Background: an optimization exercise with open tools, aiming at small area. Do not read the settings as production practice. In this exercise RTL edits were held to simulation tests only and were not proved equivalent to the original. The clock port is modelled as an ideal driver; clocking choices that lean on that would not hold on a real chip. Power figures rest on the tool's default switching activity, not on a simulated workload.

==> design/flow/design.v <==
module vga_sig(clock, reset, hsyncb, vsyncb, xaddr, xraw, yaddr);
   input        clock;
   input        reset;
   output       hsyncb;
   output       vsyncb;
   output [9:0] xaddr;
   output [9:0] xraw;
   output [9:0] yaddr;
   reg [9:0]    h;
   reg [9:0]    v;
   wire hend = h[9] & h[8] & h[5];               
   wire vend = v[9] & v[3] & v[2] & v[0];        
   always @(posedge clock) begin
      if (reset) begin
         h <= 10'd0;
         v <= 10'd1;
      end else begin
         h <= hend ? 10'd1 : h + 10'd1;
         if (hend)
            v <= vend ? 10'd1 : v + 10'd1;
      end
   end
   assign hsyncb = ~((h >= 10'd656) & (h < 10'd752));
   assign vsyncb = ~((v == 10'd490) | (v == 10'd491));
   wire hsat = h[9] & (h[8] | h[7]);             
   assign xaddr = hsat ? 10'd639 : h;
   assign xraw = h;
   assign yaddr = v;
endmodule
module SEG7_LUT (
  input      [2:0] num_ten,
  output reg [6:0] led_ten_hex1,
  input      [2:0] num_one,
  output reg [6:0] led_one_hex0
);
function [6:0] seg;
  input [2:0] n;
  case (n)
    3'd0: seg = 7'b1000000;
    3'd1: seg = 7'b1111001;
    3'd2: seg = 7'b0100100;
    3'd3: seg = 7'b0110000;
    3'd4: seg = 7'b0011001;
    3'd5: seg = 7'b0010010;
    3'd6: seg = 7'b0010100;
    default: seg = 7'b0010010;
  endcase
endfunction
always @(*) begin
  led_ten_hex1 = seg(num_ten);
  led_one_hex0 = seg(num_one);
end
endmodule
module FSM(
	input				clk,
	input				rst,
	input				key_start,
	input				user1_left,
	input				user1_right,
	input				user2_left,
	input				user2_right,
	output				disp_sel,
	output				music_en,
	output reg	[2:0]	score_user1,
	output reg	[2:0]	score_user2,
	output reg	[9:0]	ball_xaddr,
	output reg	[8:0]	ball_yaddr,
	output reg	[5:0]	user1_pos,
	output reg	[5:0]	user2_pos,
	output reg	[6:0]	block_x,
	output reg	[7:0]	block_y
);
	localparam [5:0] PAD_MID = 6'd27;	 
	function [7:0] lfsr;
		input [7:0] s;
		lfsr = {s[6:0], s[7] ^ s[5] ^ s[4] ^ s[3]};
	endfunction
	reg		[7:0]	ball_tmr;
	wire			clk_div = (ball_tmr == 8'd58);
	always @(posedge clk) begin
		if (rst)
			ball_tmr <= 8'd1;
		else if (clk_div)
			ball_tmr <= 8'd2;
		else
			ball_tmr <= lfsr(ball_tmr);
	end
	reg		[7:0]	blk_tmr;
	wire			blk_step = (blk_tmr == 8'd128);
	always @(posedge clk) begin
		if (rst)
			blk_tmr <= 8'd1;
		else
			blk_tmr <= {blk_tmr[6:0], blk_tmr[2] ^ blk_tmr[4] ^ blk_tmr[7] ^ (blk_tmr[0] & blk_tmr[4])};
	end
	reg		[1:0]	block_dir;
	always @(posedge clk) begin
		if (rst) begin
			block_dir <= 2'd0;
			block_x <= 7'd60;
			block_y <= 8'd0;
		end else if (blk_step) begin
			case (block_dir)
			2'd0: if (~&block_x[6:3]) block_x <= block_x + 7'd1; else block_dir <= 2'd1;	 
			2'd1: if (block_y > 8'd60)  block_y <= block_y - 8'd1; else block_dir <= 2'd2;
			2'd2: if (block_x != 7'd0)  block_x <= block_x - 7'd1; else block_dir <= 2'd3;
			2'd3: if (~(block_y[7] & block_y[5] & block_y[4] & block_y[2])) block_y <= block_y + 8'd1; else block_dir <= 2'd0;	 
			endcase
		end
	end
	reg				run;
	reg				over;
	reg				ball_reset;
	assign music_en = run;
	assign disp_sel = over;
	reg				right;
	reg				up;
	always @(posedge clk) begin
		if (rst | ball_reset) begin
			ball_xaddr <= 10'd320;
			ball_yaddr <= 9'd440;
		end else if (clk_div) begin
			ball_xaddr <= right ? ball_xaddr + 10'd1 : ball_xaddr - 10'd1;
			ball_yaddr <= up ? ball_yaddr - 9'd1 : ball_yaddr + 9'd1;
		end
	end
	wire	[10:0]	rx = {1'b0, ball_xaddr} - {4'b0, block_x};
	wire	[9:0]	ry = {1'b0, ball_yaddr} - {2'b0, block_y};
	wire			rx_pos = ~rx[10];
	wire			yin = ~ry[9] & (ry >= 10'd90) & (ry <= 10'd150);
	wire			x_left  = rx == 11'd0   | rx == 11'd200 | rx == 11'd400;
	wire			x_right = rx == 11'd120 | rx == 11'd320 | rx == 11'd520;
	wire			xin = rx_pos & ((rx <= 11'd120) |
	                                (rx >= 11'd200 & rx <= 11'd320) |
	                                (rx >= 11'd400 & rx <= 11'd520));
	wire	[5:0]	pad = up ? user1_pos : user2_pos;
	wire	[9:0]	pad10 = {1'b0, pad, 3'b0} + {3'b0, pad, 1'b0};
	wire	[10:0]	rp = {1'b0, ball_xaddr} + 11'd10 - {1'b0, pad10};
	wire			pad_hit = (pad != 6'd0) & ~rp[10] & (rp <= 11'd120) &
	                          (ball_yaddr == (up ? 9'd40 : 9'd440));
	wire			hflip = (yin & (right ? x_left : x_right)) |
	                        (ball_xaddr == (right ? 10'd620 : 10'd20));
	wire			vflip = (xin & (ry == (up ? 10'd150 : 10'd90))) | pad_hit |
	                        (ball_yaddr == (up ? 9'd20 : 9'd460));
	always @(posedge clk) begin
		if (rst) begin
			right <= 1'b1;
			up <= 1'b1;
		end else if (hflip)
			right <= ~right;
		else if (vflip)
			up <= ~up;
	end
	wire			top_out = ball_yaddr <= 9'd22;
	wire			bot_out = ball_yaddr >= 9'd458;
	function [5:0] pad_move;
		input [5:0] p;
		input       l;
		input       r;
		begin
			if (l)
				pad_move = (p != 6'd0) ? p - 6'd1 : 6'd0;
			else if (r)
				pad_move = (p[5] & p[4] & p[2] & p[1]) ? 6'd54 : p + 6'd1;	 
			else
				pad_move = p;
		end
	endfunction
	always @(posedge clk) begin
		if (rst) begin
			run <= 1'b0;
			over <= 1'b0;
			ball_reset <= 1'b0;
			score_user1 <= 3'd0;
			score_user2 <= 3'd0;
			user1_pos <= PAD_MID;
			user2_pos <= PAD_MID;
		end else if (run) begin
			if (~ball_reset) begin
				user1_pos <= pad_move(user1_pos, user1_left, user1_right);
				user2_pos <= pad_move(user2_pos, user2_left, user2_right);
			end
			if (key_start)
				ball_reset <= 1'b0;
			if (top_out | bot_out) begin
				if (~ball_reset) begin
					if (top_out)
						score_user1 <= score_user1 + 3'd1;
					else
						score_user2 <= score_user2 + 3'd1;
					if ((top_out ? score_user1[2] : score_user2[2])) begin	 
						run <= 1'b0;
						over <= 1'b1;
					end
				end
				ball_reset <= 1'b1;
				user1_pos <= PAD_MID;
				user2_pos <= PAD_MID;
			end
		end else if (over) begin
			if (key_start)
				over <= 1'b0;
		end else begin
			score_user1 <= 3'd0;
			score_user2 <= 3'd0;
			user1_pos <= PAD_MID;
			user2_pos <= PAD_MID;
			ball_reset <= ~key_start;
			run <= key_start;
		end
	end
endmodule
module vga_disp(
	input clk,
	input disp_sel,
	input [9:0] xaddr,
	input [9:0] xraw,
	input [9:0] yaddr,
	input [9:0] ball_xaddr,
	input [8:0] ball_yaddr,
	input [5:0] user1_pos,
	input [5:0] user2_pos,
	input [6:0] block_x,
	input [7:0] block_y,
	output [2:0] rgb
);
function glyph_bit;
	input [9:0] a;
	case (a)
	10'd50: glyph_bit = 1'b1;
	10'd51: glyph_bit = 1'b1;
	10'd52: glyph_bit = 1'b1;
	10'd53: glyph_bit = 1'b1;
	10'd57: glyph_bit = 1'b1;
	10'd58: glyph_bit = 1'b1;
	10'd61: glyph_bit = 1'b1;
	10'd62: glyph_bit = 1'b1;
	10'd64: glyph_bit = 1'b1;
	10'd65: glyph_bit = 1'b1;
	10'd70: glyph_bit = 1'b1;
	10'd72: glyph_bit = 1'b1;
	10'd73: glyph_bit = 1'b1;
	10'd80: glyph_bit = 1'b1;
	10'd81: glyph_bit = 1'b1;
	10'd88: glyph_bit = 1'b1;
	10'd89: glyph_bit = 1'b1;
	10'd91: glyph_bit = 1'b1;
	10'd92: glyph_bit = 1'b1;
	10'd93: glyph_bit = 1'b1;
	10'd94: glyph_bit = 1'b1;
	10'd96: glyph_bit = 1'b1;
	10'd97: glyph_bit = 1'b1;
	10'd101: glyph_bit = 1'b1;
	10'd102: glyph_bit = 1'b1;
	10'd104: glyph_bit = 1'b1;
	10'd105: glyph_bit = 1'b1;
	10'd109: glyph_bit = 1'b1;
	10'd110: glyph_bit = 1'b1;
	10'd113: glyph_bit = 1'b1;
	10'd114: glyph_bit = 1'b1;
	10'd117: glyph_bit = 1'b1;
	10'd118: glyph_bit = 1'b1;
	10'd122: glyph_bit = 1'b1;
	10'd123: glyph_bit = 1'b1;
	10'd124: glyph_bit = 1'b1;
	10'd126: glyph_bit = 1'b1;
	10'd179: glyph_bit = 1'b1;
	10'd186: glyph_bit = 1'b1;
	10'd187: glyph_bit = 1'b1;
	10'd188: glyph_bit = 1'b1;
	10'd193: glyph_bit = 1'b1;
	10'd194: glyph_bit = 1'b1;
	10'd196: glyph_bit = 1'b1;
	10'd197: glyph_bit = 1'b1;
	10'd200: glyph_bit = 1'b1;
	10'd201: glyph_bit = 1'b1;
	10'd205: glyph_bit = 1'b1;
	10'd206: glyph_bit = 1'b1;
	10'd208: glyph_bit = 1'b1;
	10'd209: glyph_bit = 1'b1;
	10'd213: glyph_bit = 1'b1;
	10'd214: glyph_bit = 1'b1;
	10'd216: glyph_bit = 1'b1;
	10'd217: glyph_bit = 1'b1;
	10'd218: glyph_bit = 1'b1;
	10'd219: glyph_bit = 1'b1;
	10'd220: glyph_bit = 1'b1;
	10'd221: glyph_bit = 1'b1;
	10'd222: glyph_bit = 1'b1;
	10'd224: glyph_bit = 1'b1;
	10'd225: glyph_bit = 1'b1;
	10'd229: glyph_bit = 1'b1;
	10'd230: glyph_bit = 1'b1;
	10'd232: glyph_bit = 1'b1;
	10'd233: glyph_bit = 1'b1;
	10'd237: glyph_bit = 1'b1;
	10'd238: glyph_bit = 1'b1;
	10'd240: glyph_bit = 1'b1;
	10'd241: glyph_bit = 1'b1;
	10'd245: glyph_bit = 1'b1;
	10'd246: glyph_bit = 1'b1;
	10'd248: glyph_bit = 1'b1;
	10'd249: glyph_bit = 1'b1;
	10'd253: glyph_bit = 1'b1;
	10'd254: glyph_bit = 1'b1;
	10'd304: glyph_bit = 1'b1;
	10'd305: glyph_bit = 1'b1;
	10'd310: glyph_bit = 1'b1;
	10'd311: glyph_bit = 1'b1;
	10'd312: glyph_bit = 1'b1;
	10'd313: glyph_bit = 1'b1;
	10'd314: glyph_bit = 1'b1;
	10'd317: glyph_bit = 1'b1;
	10'd318: glyph_bit = 1'b1;
	10'd319: glyph_bit = 1'b1;
	10'd320: glyph_bit = 1'b1;
	10'd321: glyph_bit = 1'b1;
	10'd322: glyph_bit = 1'b1;
	10'd323: glyph_bit = 1'b1;
	10'd324: glyph_bit = 1'b1;
	10'd325: glyph_bit = 1'b1;
	10'd326: glyph_bit = 1'b1;
	10'd327: glyph_bit = 1'b1;
	10'd328: glyph_bit = 1'b1;
	10'd329: glyph_bit = 1'b1;
	10'd330: glyph_bit = 1'b1;
	10'd331: glyph_bit = 1'b1;
	10'd332: glyph_bit = 1'b1;
	10'd333: glyph_bit = 1'b1;
	10'd334: glyph_bit = 1'b1;
	10'd335: glyph_bit = 1'b1;
	10'd336: glyph_bit = 1'b1;
	10'd337: glyph_bit = 1'b1;
	10'd339: glyph_bit = 1'b1;
	10'd340: glyph_bit = 1'b1;
	10'd342: glyph_bit = 1'b1;
	10'd343: glyph_bit = 1'b1;
	10'd344: glyph_bit = 1'b1;
	10'd345: glyph_bit = 1'b1;
	10'd350: glyph_bit = 1'b1;
	10'd351: glyph_bit = 1'b1;
	10'd352: glyph_bit = 1'b1;
	10'd353: glyph_bit = 1'b1;
	10'd358: glyph_bit = 1'b1;
	10'd359: glyph_bit = 1'b1;
	10'd360: glyph_bit = 1'b1;
	10'd361: glyph_bit = 1'b1;
	10'd366: glyph_bit = 1'b1;
	10'd367: glyph_bit = 1'b1;
	10'd368: glyph_bit = 1'b1;
	10'd369: glyph_bit = 1'b1;
	10'd374: glyph_bit = 1'b1;
	10'd375: glyph_bit = 1'b1;
	10'd376: glyph_bit = 1'b1;
	10'd377: glyph_bit = 1'b1;
	10'd382: glyph_bit = 1'b1;
	10'd383: glyph_bit = 1'b1;
	10'd432: glyph_bit = 1'b1;
	10'd433: glyph_bit = 1'b1;
	10'd434: glyph_bit = 1'b1;
	10'd435: glyph_bit = 1'b1;
	10'd436: glyph_bit = 1'b1;
	10'd437: glyph_bit = 1'b1;
	10'd438: glyph_bit = 1'b1;
	10'd441: glyph_bit = 1'b1;
	10'd442: glyph_bit = 1'b1;
	10'd445: glyph_bit = 1'b1;
	10'd446: glyph_bit = 1'b1;
	10'd449: glyph_bit = 1'b1;
	10'd450: glyph_bit = 1'b1;
	10'd454: glyph_bit = 1'b1;
	10'd457: glyph_bit = 1'b1;
	10'd458: glyph_bit = 1'b1;
	10'd460: glyph_bit = 1'b1;
	10'd465: glyph_bit = 1'b1;
	10'd466: glyph_bit = 1'b1;
	10'd467: glyph_bit = 1'b1;
	10'd468: glyph_bit = 1'b1;
	10'd473: glyph_bit = 1'b1;
	10'd474: glyph_bit = 1'b1;
	10'd476: glyph_bit = 1'b1;
	10'd481: glyph_bit = 1'b1;
	10'd482: glyph_bit = 1'b1;
	10'd489: glyph_bit = 1'b1;
	10'd490: glyph_bit = 1'b1;
	10'd494: glyph_bit = 1'b1;
	10'd497: glyph_bit = 1'b1;
	10'd498: glyph_bit = 1'b1;
	10'd501: glyph_bit = 1'b1;
	10'd502: glyph_bit = 1'b1;
	10'd504: glyph_bit = 1'b1;
	10'd505: glyph_bit = 1'b1;
	10'd506: glyph_bit = 1'b1;
	10'd507: glyph_bit = 1'b1;
	10'd508: glyph_bit = 1'b1;
	10'd509: glyph_bit = 1'b1;
	10'd510: glyph_bit = 1'b1;
	10'd689: glyph_bit = 1'b1;
	10'd690: glyph_bit = 1'b1;
	10'd691: glyph_bit = 1'b1;
	10'd692: glyph_bit = 1'b1;
	10'd693: glyph_bit = 1'b1;
	10'd696: glyph_bit = 1'b1;
	10'd697: glyph_bit = 1'b1;
	10'd701: glyph_bit = 1'b1;
	10'd702: glyph_bit = 1'b1;
	10'd704: glyph_bit = 1'b1;
	10'd705: glyph_bit = 1'b1;
	10'd709: glyph_bit = 1'b1;
	10'd710: glyph_bit = 1'b1;
	10'd712: glyph_bit = 1'b1;
	10'd713: glyph_bit = 1'b1;
	10'd717: glyph_bit = 1'b1;
	10'd718: glyph_bit = 1'b1;
	10'd720: glyph_bit = 1'b1;
	10'd721: glyph_bit = 1'b1;
	10'd725: glyph_bit = 1'b1;
	10'd726: glyph_bit = 1'b1;
	10'd728: glyph_bit = 1'b1;
	10'd729: glyph_bit = 1'b1;
	10'd733: glyph_bit = 1'b1;
	10'd734: glyph_bit = 1'b1;
	10'd736: glyph_bit = 1'b1;
	10'd737: glyph_bit = 1'b1;
	10'd741: glyph_bit = 1'b1;
	10'd742: glyph_bit = 1'b1;
	10'd744: glyph_bit = 1'b1;
	10'd745: glyph_bit = 1'b1;
	10'd749: glyph_bit = 1'b1;
	10'd750: glyph_bit = 1'b1;
	10'd752: glyph_bit = 1'b1;
	10'd753: glyph_bit = 1'b1;
	10'd757: glyph_bit = 1'b1;
	10'd758: glyph_bit = 1'b1;
	10'd761: glyph_bit = 1'b1;
	10'd762: glyph_bit = 1'b1;
	10'd763: glyph_bit = 1'b1;
	10'd764: glyph_bit = 1'b1;
	10'd765: glyph_bit = 1'b1;
	10'd816: glyph_bit = 1'b1;
	10'd817: glyph_bit = 1'b1;
	10'd822: glyph_bit = 1'b1;
	10'd823: glyph_bit = 1'b1;
	10'd824: glyph_bit = 1'b1;
	10'd825: glyph_bit = 1'b1;
	10'd830: glyph_bit = 1'b1;
	10'd831: glyph_bit = 1'b1;
	10'd832: glyph_bit = 1'b1;
	10'd833: glyph_bit = 1'b1;
	10'd838: glyph_bit = 1'b1;
	10'd839: glyph_bit = 1'b1;
	10'd840: glyph_bit = 1'b1;
	10'd841: glyph_bit = 1'b1;
	10'd846: glyph_bit = 1'b1;
	10'd847: glyph_bit = 1'b1;
	10'd848: glyph_bit = 1'b1;
	10'd849: glyph_bit = 1'b1;
	10'd854: glyph_bit = 1'b1;
	10'd855: glyph_bit = 1'b1;
	10'd856: glyph_bit = 1'b1;
	10'd857: glyph_bit = 1'b1;
	10'd862: glyph_bit = 1'b1;
	10'd863: glyph_bit = 1'b1;
	10'd864: glyph_bit = 1'b1;
	10'd865: glyph_bit = 1'b1;
	10'd870: glyph_bit = 1'b1;
	10'd871: glyph_bit = 1'b1;
	10'd873: glyph_bit = 1'b1;
	10'd874: glyph_bit = 1'b1;
	10'd877: glyph_bit = 1'b1;
	10'd878: glyph_bit = 1'b1;
	10'd882: glyph_bit = 1'b1;
	10'd883: glyph_bit = 1'b1;
	10'd884: glyph_bit = 1'b1;
	10'd885: glyph_bit = 1'b1;
	10'd891: glyph_bit = 1'b1;
	10'd892: glyph_bit = 1'b1;
	10'd944: glyph_bit = 1'b1;
	10'd945: glyph_bit = 1'b1;
	10'd946: glyph_bit = 1'b1;
	10'd947: glyph_bit = 1'b1;
	10'd948: glyph_bit = 1'b1;
	10'd949: glyph_bit = 1'b1;
	10'd953: glyph_bit = 1'b1;
	10'd954: glyph_bit = 1'b1;
	10'd957: glyph_bit = 1'b1;
	10'd958: glyph_bit = 1'b1;
	10'd961: glyph_bit = 1'b1;
	10'd962: glyph_bit = 1'b1;
	10'd965: glyph_bit = 1'b1;
	10'd966: glyph_bit = 1'b1;
	10'd969: glyph_bit = 1'b1;
	10'd970: glyph_bit = 1'b1;
	10'd973: glyph_bit = 1'b1;
	10'd974: glyph_bit = 1'b1;
	10'd977: glyph_bit = 1'b1;
	10'd978: glyph_bit = 1'b1;
	10'd979: glyph_bit = 1'b1;
	10'd980: glyph_bit = 1'b1;
	10'd981: glyph_bit = 1'b1;
	10'd985: glyph_bit = 1'b1;
	10'd986: glyph_bit = 1'b1;
	10'd988: glyph_bit = 1'b1;
	10'd989: glyph_bit = 1'b1;
	10'd993: glyph_bit = 1'b1;
	10'd994: glyph_bit = 1'b1;
	10'd997: glyph_bit = 1'b1;
	10'd998: glyph_bit = 1'b1;
	10'd1001: glyph_bit = 1'b1;
	10'd1002: glyph_bit = 1'b1;
	10'd1005: glyph_bit = 1'b1;
	10'd1006: glyph_bit = 1'b1;
	10'd1009: glyph_bit = 1'b1;
	10'd1010: glyph_bit = 1'b1;
	10'd1013: glyph_bit = 1'b1;
	10'd1014: glyph_bit = 1'b1;
	10'd1016: glyph_bit = 1'b1;
	10'd1017: glyph_bit = 1'b1;
	10'd1018: glyph_bit = 1'b1;
	10'd1021: glyph_bit = 1'b1;
	10'd1022: glyph_bit = 1'b1;
	default: glyph_bit = 1'b0;
	endcase
endfunction
function [2:0] glyph_id;
	input [3:0] k;
	case (k)
	4'd0: glyph_id = 3'd0;
	4'd1: glyph_id = 3'd1;
	4'd2: glyph_id = 3'd2;
	4'd3: glyph_id = 3'd3;
	4'd4: glyph_id = 3'd4;
	4'd5: glyph_id = 3'd5;
	4'd6: glyph_id = 3'd6;
	4'd7: glyph_id = 3'd3;
	4'd8: glyph_id = 3'd7;
	default: glyph_id = 3'd7;
	endcase
endfunction
function ball_bit;
	input [9:0] a;
	case (a)
	10'd764: ball_bit = 1'b1;
	10'd765: ball_bit = 1'b1;
	10'd766: ball_bit = 1'b1;
	10'd767: ball_bit = 1'b1;
	10'd736: ball_bit = 1'b1;
	10'd737: ball_bit = 1'b1;
	10'd738: ball_bit = 1'b1;
	10'd739: ball_bit = 1'b1;
	10'd740: ball_bit = 1'b1;
	10'd795: ball_bit = 1'b1;
	10'd796: ball_bit = 1'b1;
	10'd797: ball_bit = 1'b1;
	10'd798: ball_bit = 1'b1;
	10'd799: ball_bit = 1'b1;
	10'd768: ball_bit = 1'b1;
	10'd769: ball_bit = 1'b1;
	10'd770: ball_bit = 1'b1;
	10'd771: ball_bit = 1'b1;
	10'd772: ball_bit = 1'b1;
	10'd773: ball_bit = 1'b1;
	10'd825: ball_bit = 1'b1;
	10'd826: ball_bit = 1'b1;
	10'd827: ball_bit = 1'b1;
	10'd828: ball_bit = 1'b1;
	10'd829: ball_bit = 1'b1;
	10'd830: ball_bit = 1'b1;
	10'd831: ball_bit = 1'b1;
	10'd800: ball_bit = 1'b1;
	10'd801: ball_bit = 1'b1;
	10'd802: ball_bit = 1'b1;
	10'd803: ball_bit = 1'b1;
	10'd804: ball_bit = 1'b1;
	10'd805: ball_bit = 1'b1;
	10'd806: ball_bit = 1'b1;
	10'd807: ball_bit = 1'b1;
	10'd857: ball_bit = 1'b1;
	10'd858: ball_bit = 1'b1;
	10'd859: ball_bit = 1'b1;
	10'd860: ball_bit = 1'b1;
	10'd861: ball_bit = 1'b1;
	10'd862: ball_bit = 1'b1;
	10'd863: ball_bit = 1'b1;
	10'd832: ball_bit = 1'b1;
	10'd833: ball_bit = 1'b1;
	10'd834: ball_bit = 1'b1;
	10'd835: ball_bit = 1'b1;
	10'd836: ball_bit = 1'b1;
	10'd837: ball_bit = 1'b1;
	10'd838: ball_bit = 1'b1;
	10'd839: ball_bit = 1'b1;
	10'd888: ball_bit = 1'b1;
	10'd889: ball_bit = 1'b1;
	10'd890: ball_bit = 1'b1;
	10'd891: ball_bit = 1'b1;
	10'd892: ball_bit = 1'b1;
	10'd893: ball_bit = 1'b1;
	10'd894: ball_bit = 1'b1;
	10'd895: ball_bit = 1'b1;
	10'd864: ball_bit = 1'b1;
	10'd865: ball_bit = 1'b1;
	10'd866: ball_bit = 1'b1;
	10'd867: ball_bit = 1'b1;
	10'd868: ball_bit = 1'b1;
	10'd869: ball_bit = 1'b1;
	10'd870: ball_bit = 1'b1;
	10'd871: ball_bit = 1'b1;
	10'd872: ball_bit = 1'b1;
	10'd919: ball_bit = 1'b1;
	10'd920: ball_bit = 1'b1;
	10'd921: ball_bit = 1'b1;
	10'd922: ball_bit = 1'b1;
	10'd923: ball_bit = 1'b1;
	10'd924: ball_bit = 1'b1;
	10'd925: ball_bit = 1'b1;
	10'd926: ball_bit = 1'b1;
	10'd927: ball_bit = 1'b1;
	10'd896: ball_bit = 1'b1;
	10'd897: ball_bit = 1'b1;
	10'd898: ball_bit = 1'b1;
	10'd899: ball_bit = 1'b1;
	10'd900: ball_bit = 1'b1;
	10'd901: ball_bit = 1'b1;
	10'd902: ball_bit = 1'b1;
	10'd903: ball_bit = 1'b1;
	10'd904: ball_bit = 1'b1;
	10'd905: ball_bit = 1'b1;
	10'd951: ball_bit = 1'b1;
	10'd952: ball_bit = 1'b1;
	10'd953: ball_bit = 1'b1;
	10'd954: ball_bit = 1'b1;
	10'd955: ball_bit = 1'b1;
	10'd956: ball_bit = 1'b1;
	10'd957: ball_bit = 1'b1;
	10'd958: ball_bit = 1'b1;
	10'd959: ball_bit = 1'b1;
	10'd928: ball_bit = 1'b1;
	10'd929: ball_bit = 1'b1;
	10'd930: ball_bit = 1'b1;
	10'd931: ball_bit = 1'b1;
	10'd932: ball_bit = 1'b1;
	10'd933: ball_bit = 1'b1;
	10'd934: ball_bit = 1'b1;
	10'd935: ball_bit = 1'b1;
	10'd936: ball_bit = 1'b1;
	10'd937: ball_bit = 1'b1;
	10'd983: ball_bit = 1'b1;
	10'd984: ball_bit = 1'b1;
	10'd985: ball_bit = 1'b1;
	10'd986: ball_bit = 1'b1;
	10'd987: ball_bit = 1'b1;
	10'd988: ball_bit = 1'b1;
	10'd989: ball_bit = 1'b1;
	10'd990: ball_bit = 1'b1;
	10'd991: ball_bit = 1'b1;
	10'd960: ball_bit = 1'b1;
	10'd961: ball_bit = 1'b1;
	10'd962: ball_bit = 1'b1;
	10'd963: ball_bit = 1'b1;
	10'd964: ball_bit = 1'b1;
	10'd965: ball_bit = 1'b1;
	10'd966: ball_bit = 1'b1;
	10'd967: ball_bit = 1'b1;
	10'd968: ball_bit = 1'b1;
	10'd969: ball_bit = 1'b1;
	10'd1015: ball_bit = 1'b1;
	10'd1016: ball_bit = 1'b1;
	10'd1017: ball_bit = 1'b1;
	10'd1018: ball_bit = 1'b1;
	10'd1019: ball_bit = 1'b1;
	10'd1020: ball_bit = 1'b1;
	10'd1021: ball_bit = 1'b1;
	10'd1022: ball_bit = 1'b1;
	10'd1023: ball_bit = 1'b1;
	10'd992: ball_bit = 1'b1;
	10'd993: ball_bit = 1'b1;
	10'd994: ball_bit = 1'b1;
	10'd995: ball_bit = 1'b1;
	10'd996: ball_bit = 1'b1;
	10'd997: ball_bit = 1'b1;
	10'd998: ball_bit = 1'b1;
	10'd999: ball_bit = 1'b1;
	10'd1000: ball_bit = 1'b1;
	10'd1001: ball_bit = 1'b1;
	10'd23: ball_bit = 1'b1;
	10'd24: ball_bit = 1'b1;
	10'd25: ball_bit = 1'b1;
	10'd26: ball_bit = 1'b1;
	10'd27: ball_bit = 1'b1;
	10'd28: ball_bit = 1'b1;
	10'd29: ball_bit = 1'b1;
	10'd30: ball_bit = 1'b1;
	10'd31: ball_bit = 1'b1;
	10'd0: ball_bit = 1'b1;
	10'd1: ball_bit = 1'b1;
	10'd2: ball_bit = 1'b1;
	10'd3: ball_bit = 1'b1;
	10'd4: ball_bit = 1'b1;
	10'd5: ball_bit = 1'b1;
	10'd6: ball_bit = 1'b1;
	10'd7: ball_bit = 1'b1;
	10'd8: ball_bit = 1'b1;
	10'd9: ball_bit = 1'b1;
	10'd55: ball_bit = 1'b1;
	10'd56: ball_bit = 1'b1;
	10'd57: ball_bit = 1'b1;
	10'd58: ball_bit = 1'b1;
	10'd59: ball_bit = 1'b1;
	10'd60: ball_bit = 1'b1;
	10'd61: ball_bit = 1'b1;
	10'd62: ball_bit = 1'b1;
	10'd63: ball_bit = 1'b1;
	10'd32: ball_bit = 1'b1;
	10'd33: ball_bit = 1'b1;
	10'd34: ball_bit = 1'b1;
	10'd35: ball_bit = 1'b1;
	10'd36: ball_bit = 1'b1;
	10'd37: ball_bit = 1'b1;
	10'd38: ball_bit = 1'b1;
	10'd39: ball_bit = 1'b1;
	10'd40: ball_bit = 1'b1;
	10'd41: ball_bit = 1'b1;
	10'd87: ball_bit = 1'b1;
	10'd88: ball_bit = 1'b1;
	10'd89: ball_bit = 1'b1;
	10'd90: ball_bit = 1'b1;
	10'd91: ball_bit = 1'b1;
	10'd92: ball_bit = 1'b1;
	10'd93: ball_bit = 1'b1;
	10'd94: ball_bit = 1'b1;
	10'd95: ball_bit = 1'b1;
	10'd64: ball_bit = 1'b1;
	10'd65: ball_bit = 1'b1;
	10'd66: ball_bit = 1'b1;
	10'd67: ball_bit = 1'b1;
	10'd68: ball_bit = 1'b1;
	10'd69: ball_bit = 1'b1;
	10'd70: ball_bit = 1'b1;
	10'd71: ball_bit = 1'b1;
	10'd72: ball_bit = 1'b1;
	10'd73: ball_bit = 1'b1;
	10'd119: ball_bit = 1'b1;
	10'd120: ball_bit = 1'b1;
	10'd121: ball_bit = 1'b1;
	10'd122: ball_bit = 1'b1;
	10'd123: ball_bit = 1'b1;
	10'd124: ball_bit = 1'b1;
	10'd125: ball_bit = 1'b1;
	10'd126: ball_bit = 1'b1;
	10'd127: ball_bit = 1'b1;
	10'd96: ball_bit = 1'b1;
	10'd97: ball_bit = 1'b1;
	10'd98: ball_bit = 1'b1;
	10'd99: ball_bit = 1'b1;
	10'd100: ball_bit = 1'b1;
	10'd101: ball_bit = 1'b1;
	10'd102: ball_bit = 1'b1;
	10'd103: ball_bit = 1'b1;
	10'd104: ball_bit = 1'b1;
	10'd105: ball_bit = 1'b1;
	10'd151: ball_bit = 1'b1;
	10'd152: ball_bit = 1'b1;
	10'd153: ball_bit = 1'b1;
	10'd154: ball_bit = 1'b1;
	10'd155: ball_bit = 1'b1;
	10'd156: ball_bit = 1'b1;
	10'd157: ball_bit = 1'b1;
	10'd158: ball_bit = 1'b1;
	10'd159: ball_bit = 1'b1;
	10'd128: ball_bit = 1'b1;
	10'd129: ball_bit = 1'b1;
	10'd130: ball_bit = 1'b1;
	10'd131: ball_bit = 1'b1;
	10'd132: ball_bit = 1'b1;
	10'd133: ball_bit = 1'b1;
	10'd134: ball_bit = 1'b1;
	10'd135: ball_bit = 1'b1;
	10'd136: ball_bit = 1'b1;
	10'd137: ball_bit = 1'b1;
	10'd184: ball_bit = 1'b1;
	10'd185: ball_bit = 1'b1;
	10'd186: ball_bit = 1'b1;
	10'd187: ball_bit = 1'b1;
	10'd188: ball_bit = 1'b1;
	10'd189: ball_bit = 1'b1;
	10'd190: ball_bit = 1'b1;
	10'd191: ball_bit = 1'b1;
	10'd160: ball_bit = 1'b1;
	10'd161: ball_bit = 1'b1;
	10'd162: ball_bit = 1'b1;
	10'd163: ball_bit = 1'b1;
	10'd164: ball_bit = 1'b1;
	10'd165: ball_bit = 1'b1;
	10'd166: ball_bit = 1'b1;
	10'd167: ball_bit = 1'b1;
	10'd168: ball_bit = 1'b1;
	10'd217: ball_bit = 1'b1;
	10'd218: ball_bit = 1'b1;
	10'd219: ball_bit = 1'b1;
	10'd220: ball_bit = 1'b1;
	10'd221: ball_bit = 1'b1;
	10'd222: ball_bit = 1'b1;
	10'd223: ball_bit = 1'b1;
	10'd192: ball_bit = 1'b1;
	10'd193: ball_bit = 1'b1;
	10'd194: ball_bit = 1'b1;
	10'd195: ball_bit = 1'b1;
	10'd196: ball_bit = 1'b1;
	10'd197: ball_bit = 1'b1;
	10'd198: ball_bit = 1'b1;
	10'd199: ball_bit = 1'b1;
	10'd249: ball_bit = 1'b1;
	10'd250: ball_bit = 1'b1;
	10'd251: ball_bit = 1'b1;
	10'd252: ball_bit = 1'b1;
	10'd253: ball_bit = 1'b1;
	10'd254: ball_bit = 1'b1;
	10'd255: ball_bit = 1'b1;
	10'd224: ball_bit = 1'b1;
	10'd225: ball_bit = 1'b1;
	10'd226: ball_bit = 1'b1;
	10'd227: ball_bit = 1'b1;
	10'd228: ball_bit = 1'b1;
	10'd229: ball_bit = 1'b1;
	10'd230: ball_bit = 1'b1;
	10'd231: ball_bit = 1'b1;
	10'd283: ball_bit = 1'b1;
	10'd284: ball_bit = 1'b1;
	10'd285: ball_bit = 1'b1;
	10'd286: ball_bit = 1'b1;
	10'd287: ball_bit = 1'b1;
	10'd256: ball_bit = 1'b1;
	10'd257: ball_bit = 1'b1;
	10'd258: ball_bit = 1'b1;
	10'd259: ball_bit = 1'b1;
	10'd260: ball_bit = 1'b1;
	10'd261: ball_bit = 1'b1;
	10'd316: ball_bit = 1'b1;
	10'd317: ball_bit = 1'b1;
	10'd318: ball_bit = 1'b1;
	10'd319: ball_bit = 1'b1;
	10'd288: ball_bit = 1'b1;
	10'd289: ball_bit = 1'b1;
	10'd290: ball_bit = 1'b1;
	10'd291: ball_bit = 1'b1;
	10'd292: ball_bit = 1'b1;
	default: ball_bit = 1'b0;
	endcase
endfunction
	wire border = (xraw >= 10'd5 && xraw <= 10'd635 && yaddr >= 10'd5 && yaddr <= 10'd475) &&
	              (xraw < 10'd10 || xraw > 10'd630 || yaddr < 10'd10 || yaddr > 10'd470);
	wire [5:0]  pad = yaddr[8] ? user2_pos : user1_pos;
	wire [9:0]  pad10 = {1'b0, pad, 3'b0} + {3'b0, pad, 1'b0};
	wire [10:0] dp = {1'b0, xaddr} - {1'b0, pad10};
	wire pad_row = (yaddr >= 10'd10 && yaddr <= 10'd30) || (yaddr >= 10'd450 && yaddr <= 10'd470);
	wire paddle = pad_row && ~dp[10] && dp <= 11'd100;
	wire [10:0] bx = {1'b0, xraw} - {4'b0, block_x};
	wire [10:0] by = {1'b0, yaddr} - {3'b0, block_y};
	wire block = ~bx[10] && ~by[10] && by >= 11'd100 && by <= 11'd140 &&
	             ((bx >= 11'd10 && bx <= 11'd110) || (bx >= 11'd210 && bx <= 11'd310) ||
	              (bx >= 11'd410 && bx <= 11'd510));
	wire [10:0] dx = {1'b0, xaddr} - {1'b0, ball_xaddr};
	wire [10:0] dy = {1'b0, yaddr} - {2'b0, ball_yaddr};
	wire dx_near = (dx[10:4] == 7'h00) || (dx[10:4] == 7'h7f);
	wire dy_near = (dy[10:4] == 7'h00) || (dy[10:4] == 7'h7f);
	wire ball = dx_near && dy_near && ball_bit({dy[4:0], dx[4:0]});
	wire [7:0] go_col = xraw[9:2] - 8'd44;
	wire go = xraw >= 10'd176 && xraw < 10'd464 && yaddr >= 10'd208 && yaddr < 10'd272 &&
	          glyph_bit({glyph_id(go_col[6:3]), yaddr[5:2], go_col[2:0]});
	wire white = border || paddle;
	reg [2:1] rg;
	always @(posedge clk) begin
		if (disp_sel)
			rg <= {2{go}};
		else
			rg <= {white || block, white || (~block && ball)};
	end
	assign rgb = {rg, rg[2] & rg[1]};
endmodule
module ballgame_core(
	input			clk,			 
	input			rst,			 
	input			key_start,
	input			user1_left,
	input			user1_right,
	input			user2_left,
	input			user2_right,
	output			vga_hs,
	output			vga_vs,
	output	[2:0]	rgb,
	output	[6:0]	hex1,
	output	[6:0]	hex0,
	output			music_en
);
	wire	[9:0] 	hloc;
	wire	[9:0] 	hraw;
	wire	[9:0] 	vloc;
	wire			disp_sel;
	wire	[9:0] 	ball_xaddr;
	wire	[8:0] 	ball_yaddr;
	wire	[5:0] 	user1_pos;
	wire	[5:0] 	user2_pos;
	wire	[6:0] 	block_x;
	wire	[7:0] 	block_y;
	wire	[2:0] 	score_user1;
	wire	[2:0] 	score_user2;
vga_sig u0(
	.clock(clk),
	.reset(rst),
	.hsyncb(vga_hs),
	.vsyncb(vga_vs),
	.xaddr(hloc),
	.xraw(hraw),
	.yaddr(vloc));
SEG7_LUT u2(
	.num_ten(score_user1),
	.led_ten_hex1(hex1),
	.num_one(score_user2),
	.led_one_hex0(hex0));
FSM u3(
	.clk(clk),
	.rst(rst),
	.key_start(key_start),
	.user1_left(user1_left),
	.user1_right(user1_right),
	.user2_left(user2_left),
	.user2_right(user2_right),
	.disp_sel(disp_sel),
	.music_en(music_en),
	.score_user1(score_user1),
	.score_user2(score_user2),
	.ball_xaddr(ball_xaddr),
	.ball_yaddr(ball_yaddr),
	.user1_pos(user1_pos),
	.user2_pos(user2_pos),
	.block_x(block_x),
	.block_y(block_y)
);
vga_disp u4(
	.clk(clk),
	.xaddr(hloc),
	.xraw(hraw),
	.yaddr(vloc),
	.disp_sel(disp_sel),
	.ball_xaddr(ball_xaddr),
	.ball_yaddr(ball_yaddr),
	.user1_pos(user1_pos),
	.user2_pos(user2_pos),
	.block_x(block_x),
	.block_y(block_y),
	.rgb(rgb));
endmodule
==> design/flow/flow/run.sh <==
#!/bin/bash
# Own layout flow: the standard synthesis, then its combinational logic
# re-mapped for area by ABC (every register kept: same instance, name and
# cell type), then the standard layout from that netlist.
# Each tool writes its full output to a log file in the work folder.
set -euo pipefail
W=$(pwd)
RES=$W/orfs/results/$FLOW_PLATFORM/ballgame_core/base
LIB=$FLOW_HOME/platforms/$FLOW_PLATFORM/lib/sky130_fd_sc_hd__tt_025C_1v80.lib
YOSYS=${YOSYS_EXE:-$FLOW_HOME/../tools/install/yosys/bin/yosys}
[ -x "$YOSYS" ] || YOSYS=yosys
ABC_TIME=${ABC_TIME:-300}

# 1. standard synthesis (synth_recipe.tcl, unchanged)
bash standard.sh synth > "$W/log_1_standard_synth.txt" 2>&1
cp "$RES/1_2_yosys.v" "$W/std.v"

# 2. area re-mapping of the combinational logic: ABC runs with different
#    random seeds, eight at a time; the smallest netlist is kept
NRUN=${ABC_RUNS:-24}
PAR=8
for s in $(seq 1 "$NRUN"); do
  D="$W/remap_$s"; mkdir -p "$D"; cp "$W/std.v" "$D/std.v"
  sed -e "s/@SEED@/$s/" -e "s/@TIME@/$ABC_TIME/" "$W/flow/abc_area.script" > "$D/abc.script"
  sed -e "s#@LIB@#$LIB#g" -e "s#@TOP@#$FLOW_TOP#g" -e "s#@ABCSCRIPT@#$D/abc.script#g" \
      "$W/flow/remap.ys.in" > "$D/remap.ys"
  (cd "$D" && "$YOSYS" -l "$D/log_2_remap.txt" -q remap.ys > /dev/null 2>&1 || true) &
  if [ $((s % PAR)) -eq 0 ]; then wait; fi
done
wait
BEST=""; BESTA=""
for s in $(seq 1 "$NRUN"); do
  D="$W/remap_$s"
  [ -s "$D/remapped.v" ] || continue
  A=$(grep -o "Chip area for module .*: [0-9.]*" "$D/stat_after.txt" | grep -o "[0-9.]*$")
  echo "seed $s area $A" >> "$W/log_2_remap_pick.txt"
  if [ -z "$BEST" ] || awk -v a="$A" -v b="$BESTA" 'BEGIN{exit !(a < b)}'; then BEST=$D; BESTA=$A; fi
done
echo "kept $BEST ($BESTA)" >> "$W/log_2_remap_pick.txt"
test -n "$BEST"
cp "$BEST/remapped.v" "$W/remapped.v"
cp "$W/remapped.v" "$RES/1_2_yosys.v"

# 3. standard layout from the re-mapped netlist (make redoes 1_synth.odb on),
#    with a clock tree of smaller buffers and no dummy clock loads, and
#    single-drive port buffers; after the clock tree, a clock buffer whose
#    flip-flops see a slow clock edge gets a larger size (upsize_clk.tcl)
PORTS="BUFFER_PORTS_ARGS=-buffer_cell sky130_fd_sc_hd__buf_1"
CTS_BASE="-sink_clustering_enable -repair_clock_nets -dont_use_dummy_load"
CTS8="CTS_ARGS=$CTS_BASE -buf_list sky130_fd_sc_hd__clkbuf_8 -root_buf sky130_fd_sc_hd__clkbuf_8"
bash standard.sh cts "$CTS8" "$PORTS" > "$W/log_3a_standard_to_cts.txt" 2>&1
RES="$RES" PLAT="$FLOW_HOME/platforms/$FLOW_PLATFORM" LIMIT=0.110 \
  openroad -no_init -exit "$W/flow/upsize_clk.tcl" > "$W/log_3b_upsize_clk.txt" 2>&1 || true
bash standard.sh finish "$CTS8" "$PORTS" > "$W/log_3c_standard_to_finish.txt" 2>&1

RES="$RES" PLAT="$FLOW_HOME/platforms/$FLOW_PLATFORM" \
  openroad -no_init -exit "$W/flow/clkslew.tcl" > "$W/log_4_clkslew.txt" 2>&1 || true
SLEW=$(grep -o "MAXCLKSLEW [0-9.e-]*" "$W/log_4_clkslew.txt" | awk '{print $2}')
if [ -z "$SLEW" ] || awk -v s="$SLEW" 'BEGIN{ if (s < 1e-6) s = s * 1e9; exit !(s > 0.120) }'; then
  echo "clock slew $SLEW: redoing the clock tree with clkbuf_16" >> "$W/log_4_clkslew.txt"
  rm -f "$RES"/4_* "$RES"/5_* "$RES"/6_*
  bash standard.sh finish \
    "CTS_ARGS=$CTS_BASE -buf_list sky130_fd_sc_hd__clkbuf_16 -root_buf sky130_fd_sc_hd__clkbuf_16" \
    "$PORTS" > "$W/log_5_standard_layout_clkbuf16.txt" 2>&1
fi
test -s "$W/out/final.def"
==> design/flow/flow/abc_area.script <==
strash
&get -n
&deepsyn -T @TIME@ -S @SEED@
&put
dch -f
amap
topo
==> design/flow/flow/clkslew.tcl <==
# Prints the largest slew at any flip-flop clock pin of the final layout,
# with its extracted parasitics. Reads RES and PLAT from the environment.
set res $::env(RES)
set plat $::env(PLAT)
read_lef $plat/lef/sky130_fd_sc_hd.tlef
read_lef $plat/lef/sky130_fd_sc_hd_merged.lef
read_liberty $plat/lib/sky130_fd_sc_hd__tt_025C_1v80.lib
read_db $res/6_final.odb
read_sdc $res/6_final.sdc
read_spef $res/6_final.spef
set_propagated_clock [all_clocks]
set mx 0
foreach p [get_pins -hierarchical */CLK] {
  set s [get_property $p slew_max]
  if {$s > $mx} { set mx $s }
}
puts "MAXCLKSLEW $mx"
==> design/flow/flow/remap.ys.in <==
# Re-map the combinational logic of the standard synthesis for area.
# The registers (every sequential cell) are kept as they are: same instances,
# names and cell types. Inputs: std.v (standard synthesis), LIB.
read_liberty -ignore_miss_func @LIB@
read_verilog std.v
hierarchy -top @TOP@
blackbox sky130_fd_sc_hd__df* sky130_fd_sc_hd__dl* sky130_fd_sc_hd__sdf* sky130_fd_sc_hd__sedf* sky130_fd_sc_hd__edf* sky130_fd_sc_hd__sdl* sky130_fd_sc_hd__lpflow_inputisolatch_1
flatten
hierarchy -top @TOP@
opt_clean -purge
tee -o stat_before.txt stat -liberty @LIB@
abc -script @ABCSCRIPT@ -liberty @LIB@ -dont_use sky130_fd_sc_hd__lpflow_bleeder_1 -dont_use sky130_fd_sc_hd__lpflow_clkbufkapwr_1 -dont_use sky130_fd_sc_hd__lpflow_clkbufkapwr_16 -dont_use sky130_fd_sc_hd__lpflow_clkbufkapwr_2 -dont_use sky130_fd_sc_hd__lpflow_clkbufkapwr_4 -dont_use sky130_fd_sc_hd__lpflow_clkbufkapwr_8 -dont_use sky130_fd_sc_hd__lpflow_clkinvkapwr_1 -dont_use sky130_fd_sc_hd__lpflow_clkinvkapwr_16 -dont_use sky130_fd_sc_hd__lpflow_clkinvkapwr_2 -dont_use sky130_fd_sc_hd__lpflow_clkinvkapwr_4 -dont_use sky130_fd_sc_hd__lpflow_clkinvkapwr_8 -dont_use sky130_fd_sc_hd__lpflow_decapkapwr_12 -dont_use sky130_fd_sc_hd__lpflow_decapkapwr_3 -dont_use sky130_fd_sc_hd__lpflow_decapkapwr_4 -dont_use sky130_fd_sc_hd__lpflow_decapkapwr_6 -dont_use sky130_fd_sc_hd__lpflow_decapkapwr_8 -dont_use sky130_fd_sc_hd__lpflow_inputiso0n_1 -dont_use sky130_fd_sc_hd__lpflow_inputiso0p_1 -dont_use sky130_fd_sc_hd__lpflow_inputiso1n_1 -dont_use sky130_fd_sc_hd__lpflow_inputiso1p_1 -dont_use sky130_fd_sc_hd__lpflow_inputisolatch_1 -dont_use sky130_fd_sc_hd__lpflow_isobufsrc_1 -dont_use sky130_fd_sc_hd__lpflow_isobufsrc_16 -dont_use sky130_fd_sc_hd__lpflow_isobufsrc_2 -dont_use sky130_fd_sc_hd__lpflow_isobufsrc_4 -dont_use sky130_fd_sc_hd__lpflow_isobufsrc_8 -dont_use sky130_fd_sc_hd__lpflow_isobufsrckapwr_16 -dont_use sky130_fd_sc_hd__lpflow_lsbuf_lh_hl_isowell_tap_1 -dont_use sky130_fd_sc_hd__lpflow_lsbuf_lh_hl_isowell_tap_2 -dont_use sky130_fd_sc_hd__lpflow_lsbuf_lh_hl_isowell_tap_4 -dont_use sky130_fd_sc_hd__lpflow_lsbuf_lh_isowell_4 -dont_use sky130_fd_sc_hd__lpflow_lsbuf_lh_isowell_tap_1 -dont_use sky130_fd_sc_hd__lpflow_lsbuf_lh_isowell_tap_2 -dont_use sky130_fd_sc_hd__lpflow_lsbuf_lh_isowell_tap_4 -dont_use sky130_fd_sc_hd__probe_p_8 -dont_use sky130_fd_sc_hd__probec_p_8 
opt_clean -purge
read_liberty -lib -overwrite -ignore_miss_func @LIB@
setundef -zero
hilomap -singleton -hicell sky130_fd_sc_hd__conb_1 HI -locell sky130_fd_sc_hd__conb_1 LO
insbuf -buf sky130_fd_sc_hd__buf_4 A X
splitnets
opt_clean -purge
tee -o stat_after.txt stat -liberty @LIB@
check -assert
write_verilog -noattr -nohex -nodec remapped.v
==> design/flow/flow/upsize_clk.tcl <==
# After the clock tree: a clock buffer whose flip-flop clock pins see a slew
# above the limit LIMIT (ns, placement parasitics) gets the next larger clock
# buffer, and the placement is legalized again. Reads RES, PLAT and LIMIT
# from the environment; rewrites RES/4_cts.odb.
set res $::env(RES)
set plat $::env(PLAT)
set limit $::env(LIMIT)
read_lef $plat/lef/sky130_fd_sc_hd.tlef
read_lef $plat/lef/sky130_fd_sc_hd_merged.lef
read_liberty $plat/lib/sky130_fd_sc_hd__tt_025C_1v80.lib
read_db $res/4_cts.odb
read_sdc $res/4_cts.sdc
source $plat/setRC.tcl
set_propagated_clock [all_clocks]
estimate_parasitics -placement
set bigger [dict create sky130_fd_sc_hd__clkbuf_4 sky130_fd_sc_hd__clkbuf_8 sky130_fd_sc_hd__clkbuf_8 sky130_fd_sc_hd__clkbuf_16]
set changed 0
foreach inst [get_cells *] {
  set m [get_property $inst ref_name]
  if {![dict exists $bigger $m]} { continue }
  set worst 0
  foreach net [get_nets -of_objects [get_pins -of_objects $inst -filter "direction==output"]] {
    foreach p [get_pins -of_objects $net -filter "direction==input"] {
      if {[get_property $p name] ne "CLK"} { continue }
      set s [get_property $p slew_max]
      if {$s > $worst} { set worst $s }
    }
  }
  puts "clock buffer [get_property $inst full_name] $m worst sink slew $worst"
  if {$worst > $limit} {
    replace_cell $inst [dict get $bigger $m]
    puts "  -> [dict get $bigger $m]"
    incr changed
  }
}
puts "upsized $changed clock buffers"
if {$changed > 0} {
  detailed_placement
  check_placement
  write_db $res/4_cts.odb
}
==> design/flow/standard.sh <==
#!/bin/bash
# synth_recipe.tcl (not shown) runs the flow's synth.tcl, then flattens the netlist and writes it again
# the make line also repeats each setting of config.mk as NAME=value (left out here)
make -C /OpenROAD-flow-scripts/flow DESIGN_CONFIG=/design/flow/config.mk WORK_HOME=/design/flow/orfs CLKGATE_MAP_FILE= SYNTH_SCRIPT=/design/flow/synth_recipe.tcl "${@:-finish}"
==> design/flow/config.mk <==
export PLATFORM = sky130hd
export DESIGN_NAME = ballgame_core
export DESIGN_NICKNAME = ballgame_core
export VERILOG_FILES = /design/flow/design.v
export SDC_FILE = /design/flow/constraint.sdc
export NUM_CORES = 4
export LEC_CHECK = 0
export CAP_MARGIN = 20
export CORE_MARGIN = 2
export CORE_UTILIZATION = 40
export GPL_TIMING_DRIVEN = 0
export SLEW_MARGIN = 20
==> design/flow/constraint.sdc <==
create_clock -name core_clock -period 12.5 [get_ports {clk}]
set_input_delay 2.5000 -clock core_clock [delete_from_list [all_inputs] [get_ports {clk}]]
set_output_delay 2.5000 -clock core_clock [all_outputs]
set_load 0.01 [all_outputs]
==> summary.md, run 1 <==
| Metric | Value |
|---|---|
| WL/cell | 16.7 µm |
| Number of buffers created by CTS | 9 |
| Final HPWL DP | 17800 µm |
| Fin Setup TNS | 0 ps |
| Yosys warning total | 4 |
| HP Class | reg -> reg |
| Wirelength, routed | 23600 µm |
| Grt peak-use layer | met2 |
| Crit. path cell count | 12 |
| Worst vdd ir | 65.1 µV |
| Worst Path Max Fanout | 36 |
| Setup violations, final | 0 |
| Largest net degree at the start of global routing | 37 |
| Starting DRT DRC Count | 830 |
| Vias in the first global route | 7437 |
| Reg2reg path depth | 16 |
| Die X-Extent | 139 µm |
| First-pass detailed-route iteration total | 6 |
| Post-Syn Area | 0.00726 mm² |
| H-Tree Depth | 3 |
| Hold bufs inserted after CTS | 0 |
| Vias | 8472 |
| CP Data Arrival Time | 6550 ps |
| Fin nets | 1191 |
| Min Tclk post-route | 6240 ps |
| Skew final | 21.9 ps |
| Area growth, synth to finish | 7.17% |
| Port bufs | 26 |
| CTS tree | yes |
| Resized cells post-CTS | 0 |
| Gpl congestion | 0.958 |
| DRC | 0 |
| Starting Density | 0.406 |
| RSZ-0062 raised after global routing | no |
| Initial antenna violation count | 0 |
| Die height | 139 µm |
| Status | timing/DRC/antenna clean |
| Crit-path slowest cell | nor2_1 |
| PwrDens | 68.8 mW/mm² |
| Final cell count without fillers | 1411 |
| Max-cap violation count | 0 |
| Crit-path cells | buf_2 -> nor2_1 -> clkinv_1 -> a211oi_1 -> nand2_1 -> a221oi_1 -> clkinv_1 -> a221oi_1 -> o21ai_0 -> nor2_1 -> clkinv_1 -> a32o_1 |
| LEAKAGE | 2.52 nW |
| GRT Total Usage | 0.246 |
| Core area | 0.0179 mm² |
| First-pass GRT wire length | 38800 µm |
| Layout cell share with drive strength beyond 1 | 0.0118 |
| Die area | 0.0192 mm² |
| Worst EP required | 12810 ps |
| # rows | 49 |
| Worst-case clock buffer depth | 2 |
| Clk slew on worst S/H paths | 100 ps |
| Flop-to-flop setup slack | 7680 ps |
| Fin. max-slew vios | 0 |
| Postcts setup bufs | 0 |
| Fmax | 160 MHz |
| Later-pin clock latency in the skew report | 400 ps |
| Met3 Track Usage GR | 0.0242 |
| # clock sinks | 97 |
| Vias per Instance | 6.00 |
| R2R Path End | u3.up |
| Clk root buf | clkbuf_8 |
| Antenna Nets Post-Route | 0 |
| Syn Area/Cell | 6.33 µm² |
| CP endpoint kind | flip-flop |
| Post-DP Area | 0.00765 mm² |
| Worst r2r src | u3.ball_xaddr[5] |
| Grt total ovfl | 0 |
| Mapped Cells | 1147 |
| Slew @ Worst Pin | 972 ps |
| Kind of critical path | in -> reg |
| Final period utilization | 0.499 |
| End point of the critical path | u3.user1_pos[5] |
| Post-route design area | 0.00778 mm² |
| Met2 Track Usage GR | 0.385 |
| Worst slew margin | 0.347 |
| DP Cell Count | 1402 |
| Syn nets | 1154 |
| Crit path max-delay family | compound AO/OA/AOI/OAI gates |
| Final Hold Viols | 0 |
| Met1 Use GR | 0.353 |
| CP Buf/Inv Count | 4 |
| Crit start category | primary input |
| Crit-path max cell delay | 740 ps |
| Antenna cells | 0 |
| IO Pins | 27 |
| Setup crit start | rst |
| Critical Path Most Common Cell | clkinv_1 |
[placed cells by master, fill, tap and decap left out, types with 5 or more instances in the layout]
master	n
dfxtp_1	97
o31ai_1	6
o221ai_1	24
o311ai_0	5
or3_1	7
a31oi_1	23
or2_0	6
o21ai_0	112
o211ai_1	10
a22oi_1	19
nor3_1	43
a221oi_1	19
o22ai_1	38
nor2_1	268
nor4_1	11
a211oi_1	27
nand2_1	91
nand3_1	10
nand4_1	5
a21oi_1	73
o21a_1	18
clkinv_1	164
nor2b_1	8
buf_1	25
a2111oi_0	10
o2111ai_1	7
clkbuf_8	8
and3_1	5
[power by group]
| part | switching, W | total (W) | internal [W] | leakage [nW] |
|---|---|---|---|---|
| Clock | 0.000110 | 0.000182 | 0.0000717 | 0.0698 |
| Combinational | 0.0000262 | 0.0000376 | 0.0000114 | 1.66 |
| Sequential | 0.00000363 | 0.000316 | 0.000312 | 0.786 |
| Total | 0.000140 | 0.000535 | 0.000395 | 2.52 |
[worst reg2reg max path, delay by kind of cell (launching register included)]
family          cells  cell delay (ps)
compound gates      8             2680
simple gates        6              960
flops               1              560
buf+inv             2              530
[state kept, by name, summed over array words and instances (netlist names), 2 cells and up]
name and count:
u3.block_x 7, u3.ball_tmr 8, u3.score_user1 3, u0.v 10, u4.rg 2, u0.h 10, u3.blk_tmr 8, u3.ball_yaddr 9
u3.user2_pos 6, u3.block_dir 2, u3.block_y 8, u3.score_user2 3, u3.ball_xaddr 10, u3.user1_pos 6
[metrics by stage]
| stage | hold WS [ps] | total power [W] | util | setup WS (ps) |
|---|---|---|---|---|
| final | 426 | 0.000535 | 0.435 | 6260 |
| after global routing | 445 | 0.000555 | 0.435 | 5920 |
| after CTS | 399 | 0.000531 | 0.434 | 6320 |
| after detailed placement | 409 | 0.000360 | 0.427 | 5950 |
| after global placement | 402 | 0.000360 | 0.427 | 5390 |
| after floorplan | 397 | 0.000348 | - | 7410 |
[layout make-up]
cell class	instances	area, µm²
Fill cell	1892	10100
Multi-Input combinational cell	882	4670
Sequential cell	97	1940
Inverter	164	616
Tap cell	229	287
Clock buffer	9	135
Timing Repair Buffer	26	98.8
Buffer	4	30.0
[how the worst min path moves through the flow]
stage	startpoint	endpoint	cells after the start
CTS	u3.blk_tmr[5]	u3.blk_tmr[6]	2
finish	u3.ball_tmr[1]	u3.ball_tmr[2]	2
floorplan	u3.blk_tmr[3]	u3.blk_tmr[4]	2
detailed placement	u3.blk_tmr[5]	u3.blk_tmr[6]	2
global route	u3.ball_tmr[1]	u3.ball_tmr[2]	2
global placement	u3.blk_tmr[6]	u3.blk_tmr[7]	2
[per-layer routing]
layer  share of wire  vias up
met2            0.44      342
met3           0.068       52
li1                -     4256
met1            0.47     3822
met5               0        -
met4           0.028        0
==> inputs of run 2 (changes only) <==
--- a/design/flow/design.v
+++ b/design/flow/design.v
@@ -71,19 +71,16 @@
 	output reg	[7:0]	block_y
 );
 	localparam [5:0] PAD_MID = 6'd27;	 
-	function [7:0] lfsr;
-		input [7:0] s;
-		lfsr = {s[6:0], s[7] ^ s[5] ^ s[4] ^ s[3]};
-	endfunction
 	reg		[7:0]	ball_tmr;
-	wire			clk_div = (ball_tmr == 8'd58);
+	reg				clk_div;
 	always @(posedge clk) begin
-		if (rst)
+		if (rst) begin
 			ball_tmr <= 8'd1;
-		else if (clk_div)
-			ball_tmr <= 8'd2;
-		else
-			ball_tmr <= lfsr(ball_tmr);
+			clk_div <= 1'b0;
+		end else begin
+			ball_tmr <= {ball_tmr[6:0], ball_tmr[1] ^ ball_tmr[3] ^ ball_tmr[7] ^ (ball_tmr[2] | ball_tmr[4])};
+			clk_div <= (ball_tmr == 8'd128);
+		end
 	end
 	reg		[7:0]	blk_tmr;
 	wire			blk_step = (blk_tmr == 8'd128);
--- a/design/flow/flow/run.sh
+++ b/design/flow/flow/run.sh
@@ -9,7 +9,7 @@
 LIB=$FLOW_HOME/platforms/$FLOW_PLATFORM/lib/sky130_fd_sc_hd__tt_025C_1v80.lib
 YOSYS=${YOSYS_EXE:-$FLOW_HOME/../tools/install/yosys/bin/yosys}
 [ -x "$YOSYS" ] || YOSYS=yosys
-ABC_TIME=${ABC_TIME:-300}
+ABC_TIME=${ABC_TIME:-240}
 
 # 1. standard synthesis (synth_recipe.tcl, unchanged)
 bash standard.sh synth > "$W/log_1_standard_synth.txt" 2>&1
==> run 2 against run 1 <==
Clock skew fell by 5.4 ps. Via count rose by 2.8%. Wire length rose by 5.7%. Count of clock-buffer cells in the layout did not move. Critical path type is now reg -> out. Largest power group unchanged.
==> summary.md, run 2 <==
| Metric | Value |
|---|---|
| H-Tree Depth | 3 (unchanged) |
| Switching Share | 0.255 (-0.00615) |
| IO Pins | 27 (unchanged) |
| Starting Density | 0.409 (+0.00300) |
| Final period utilization | 0.427 (-0.0721) |
| Crit-path max cell delay | 720 ps (-20 ps) |
| Die area | 0.0194 mm² (+1.0%) |
| Commonest cells after routing, fill and taps aside | 264 x nor2_1, 173 x clkinv_1, 116 x o21ai_0 |
| Postcts setup bufs | 0 (unchanged) |
| Number of buffers created by CTS | 9 (unchanged) |
| First-pass detailed-route iteration total | 6 (unchanged) |
| Multi-input logic area | 0.00470 mm² (+0.54%) |
| WL/cell | 17.4 µm (+4.4%) |
| PwrDens | 67.7 mW/mm² (-1.5%) |
| Fin nets | 1208 (+1.4%) |
| Fmax | 187 MHz (+17%) |
| DP Cell Count | 1419 (+1.2%) |
| # rows | 49 (unchanged) |
| Area growth, synth to finish | 7.09% (about the same) |
| First-pass GRT wire length | 39500 µm (+1.7%) |
| Final HPWL DP | 18700 µm (+5.0%) |
| Worst vdd ir | 50.4 µV (-22%) |
| Fin. max-slew vios | 0 (unchanged) |
| Mapped Cells | 1164 (+1.5%) |
| Gpl congestion | 0.964 (+0.69%) |
| RSZ-0062 raised after global routing | no |
| Skew final | 16.6 ps (-5.36 ps) |
| Post-DP Area | 0.00772 mm² (+1.0%) |
| Post-Syn Area | 0.00734 mm² (+1.1%) |
| Combinational share of power | 0.061 (-0.009) |
| Worst Path Max Fanout | 12 (-67%) |
| CP Data Arrival Time | 2840 ps (-3710 ps) |
| Filler cells | 1932 (+2.1%) |
| Vias in the first global route | 7684 (+3.3%) |
| Final Hold Viols | 0 (unchanged) |
| Status | timing/DRC/antenna clean |
| Max-cap violation count | 0 (unchanged) |
| DRC | 0 (unchanged) |
| Later-pin clock latency in the skew report | 390 ps (about the same) |
| Slew @ Worst Pin | 1010 ps (+34.7 ps) |
| Clk root buf | clkbuf_8 |
| Grt total ovfl | 0 (unchanged) |
| Largest registers | u0.h x10, u0.v x10, u3.ball_xaddr x10 |
| Crit-path slowest cell | dfxtp_1 |
| Hold bufs inserted after CTS | 0 (unchanged) |
| # clock sinks | 98 (+1.0%) |
| Internal | 0.000397 W (+0.28%) |
| Met2 Track Usage GR | 0.398 (+0.0127) |
| Fin Setup TNS | 0 ps (unchanged) |
| Antenna Nets Post-Route | 0 (unchanged) |
| Layout cell share with drive strength beyond 1 | 0.0117 (-0.000168) |
| Crit start category | flip-flop |
| Syn nets | 1171 (+1.5%) |
| Worst-case clock buffer depth | 2 (unchanged) |
| Crit-path cells | clkinv_1 -> nor2_1 -> o21ai_0 -> or4b_1 -> buf_1 |
| Worst slew margin | 0.322 (-0.0252) |
| Clk slew on worst S/H paths | 80 ps (-20 ps) |
| P_sw | 0.000136 W (-2.9%) |
| Core Util, Final | 0.438 (+0.00290) |
| Clock share of power | 0.339 (about the same) |
| Initial antenna violation count | 0 (unchanged) |
| Port bufs | 26 (unchanged) |
| Core area | 0.0180 mm² (+0.34%) |
| Sequential Area | 0.00196 mm² (+1.0%) |
| Syn Area/Cell | 6.31 µm² (-0.39%) |
| Largest net degree at the start of global routing | 37 (unchanged) |
| Die height | 139 µm (+0.52%) |
| Vias per Instance | 6.10 (+1.6%) |
| Antenna cells | 0 (unchanged) |
| Setup violations, final | 0 (unchanged) |
| Grt peak-use layer | met2 |
| Hold_ws | 418 ps (-7.52 ps) |
| Wirelength, routed | 24900 µm (+5.7%) |
| Yosys warning total | 4 (unchanged) |
| Commonest non-fill, non-tap cell in the layout | nor2_1 |
| Resized cells post-CTS | 0 (unchanged) |
| HP Class | reg -> reg |
| Kind of critical path | reg -> out |
| CTS tree | yes |
| Starting DRT DRC Count | 820 (-1.2%) |
| Final cell count without fillers | 1428 (+1.2%) |
| Met1 Use GR | 0.343 (-0.00996) |
| Reg power frac | 0.600 (+0.010) |
| Vias | 8712 (+2.8%) |
| Min Tclk post-route | 5340 ps (-901 ps) |
| GRT Total Usage | 0.251 (+0.00451) |
| Met3 Track Usage GR | 0.0389 (+0.0147) |
| Worst EP required | 10000 ps (-2810 ps) |
| Die X-Extent | 139 µm (+0.52%) |
| CP endpoint kind | primary output |
| LEAKAGE | 2.52 nW (+0.13%) |
| Post-route design area | 0.00786 mm² (+1.0%) |
run 2: cell types whose count changed in the layout (fill, tap and decap cells not counted), moves of 5 or more:
cell,before,now
and3_1,5,0
a2111oi_0,10,5
o2111ai_1,7,2
nand3_1,10,15
clkinv_1,164,173
o32ai_1,4,9
a21oi_1,73,67
o22ai_1,38,49
a221oi_1,19,14
nor3_1,43,55
run 2: path summary, 6_finish.rpt:
kind / slack, ps / endpoint / cells after the start / startpoint
setup / recovery: 7160 / vga_vs / 5 / u0.v[8]
hold / removal: 420 / u3.blk_tmr[4] / 2 / u3.blk_tmr[3]
setup reg to reg: 8090 / u3.up / 17 / u3.up
hold reg to reg: 420 / u3.blk_tmr[4] / 2 / u3.blk_tmr[3]
run 2: power by group through the flow:
stage	Sequential [W]	Combinational (W)	Clock (W)
after CTS	0.000319	0.0000323	0.000177
after global placement	0.000326	0.0000319	0
after detailed placement	0.000326	0.0000321	0
after global routing	0.000320	0.0000362	0.000196
final	0.000319	0.0000324	0.000181
after floorplan	0.000325	0.0000219	0
run 2: worst max-delay path: cells and delay by family, from the launching register on:
kind	cells	cell delay [ps]
and+or+nand+nor	2	840
buffers and inverters	2	750
DFF	1	720
AOI/OAI and AO/OA	1	140
run 2: stage by stage:
stage	total power, W	setup slack, ps
2_1_floorplan	0.000347	8440
3_3_place_gp	0.000358	6900
3_5_place_dp	0.000359	7700
4_1_cts	0.000528	7280
5_1_grt	0.000552	7120
6_report	0.000532	7160
run 2: metal layers:
metal | wire [µm] | up-vias
met1 | 11100 | 3978
met3 | 1810 | 59
met2 | 11100 | 341
met4 | 786 | 0
li1 | - | 4334
met5 | 0 | -
run 2: area by class of cell:
type | instances | share of cell area
Buffer | 4 | 0.00382
Sequential cell | 98 | 0.250
Timing Repair Buffer | 26 | 0.0126
Clock buffer | 9 | 0.0172
Multi-Input combinational cell | 889 | 0.598
Inverter | 173 | 0.0826
Tap cell | 229 | 0.0365

## afterwards: timing with drivers on the ports
The flow's constraints put no driver on any port. The routed layouts listed below were extracted and timed again, unchanged, in two steps.
Step 1: set_driving_cell puts a clkbuf_16 on clk and a buf_2 on each other input, an assumption about the parent block.
Step 2, shift: input delay + t, output delay - t, t = (earliest + latest rising clock arrival at the registers) / 2. This alone moves slack from input paths to output paths.
Slacks: ideal ports / drivers / drivers and shift; pairs: ideal ports / drivers.
run | t (ns) | setup WS [ns] | worst hold slack (ns) | clock arrival spread, ns | worst register clock-pin slew, ns
run 1 | 0.428 | 6.257 / 6.279 / 5.851 | 0.426 / 0.426 / 0.426 | 0.024 / 0.023 | 0.10 / 0.10
run 2 | 0.422 | 7.158 / 7.119 / 7.541 | 0.418 / 0.418 / 0.418 | 0.017 / 0.016 | 0.09 / 0.09
After both steps every run listed still meets setup and hold. The setup slack of run 1, which loses most, moves by +0.022 ns with the drivers and by -0.406 ns with both steps.
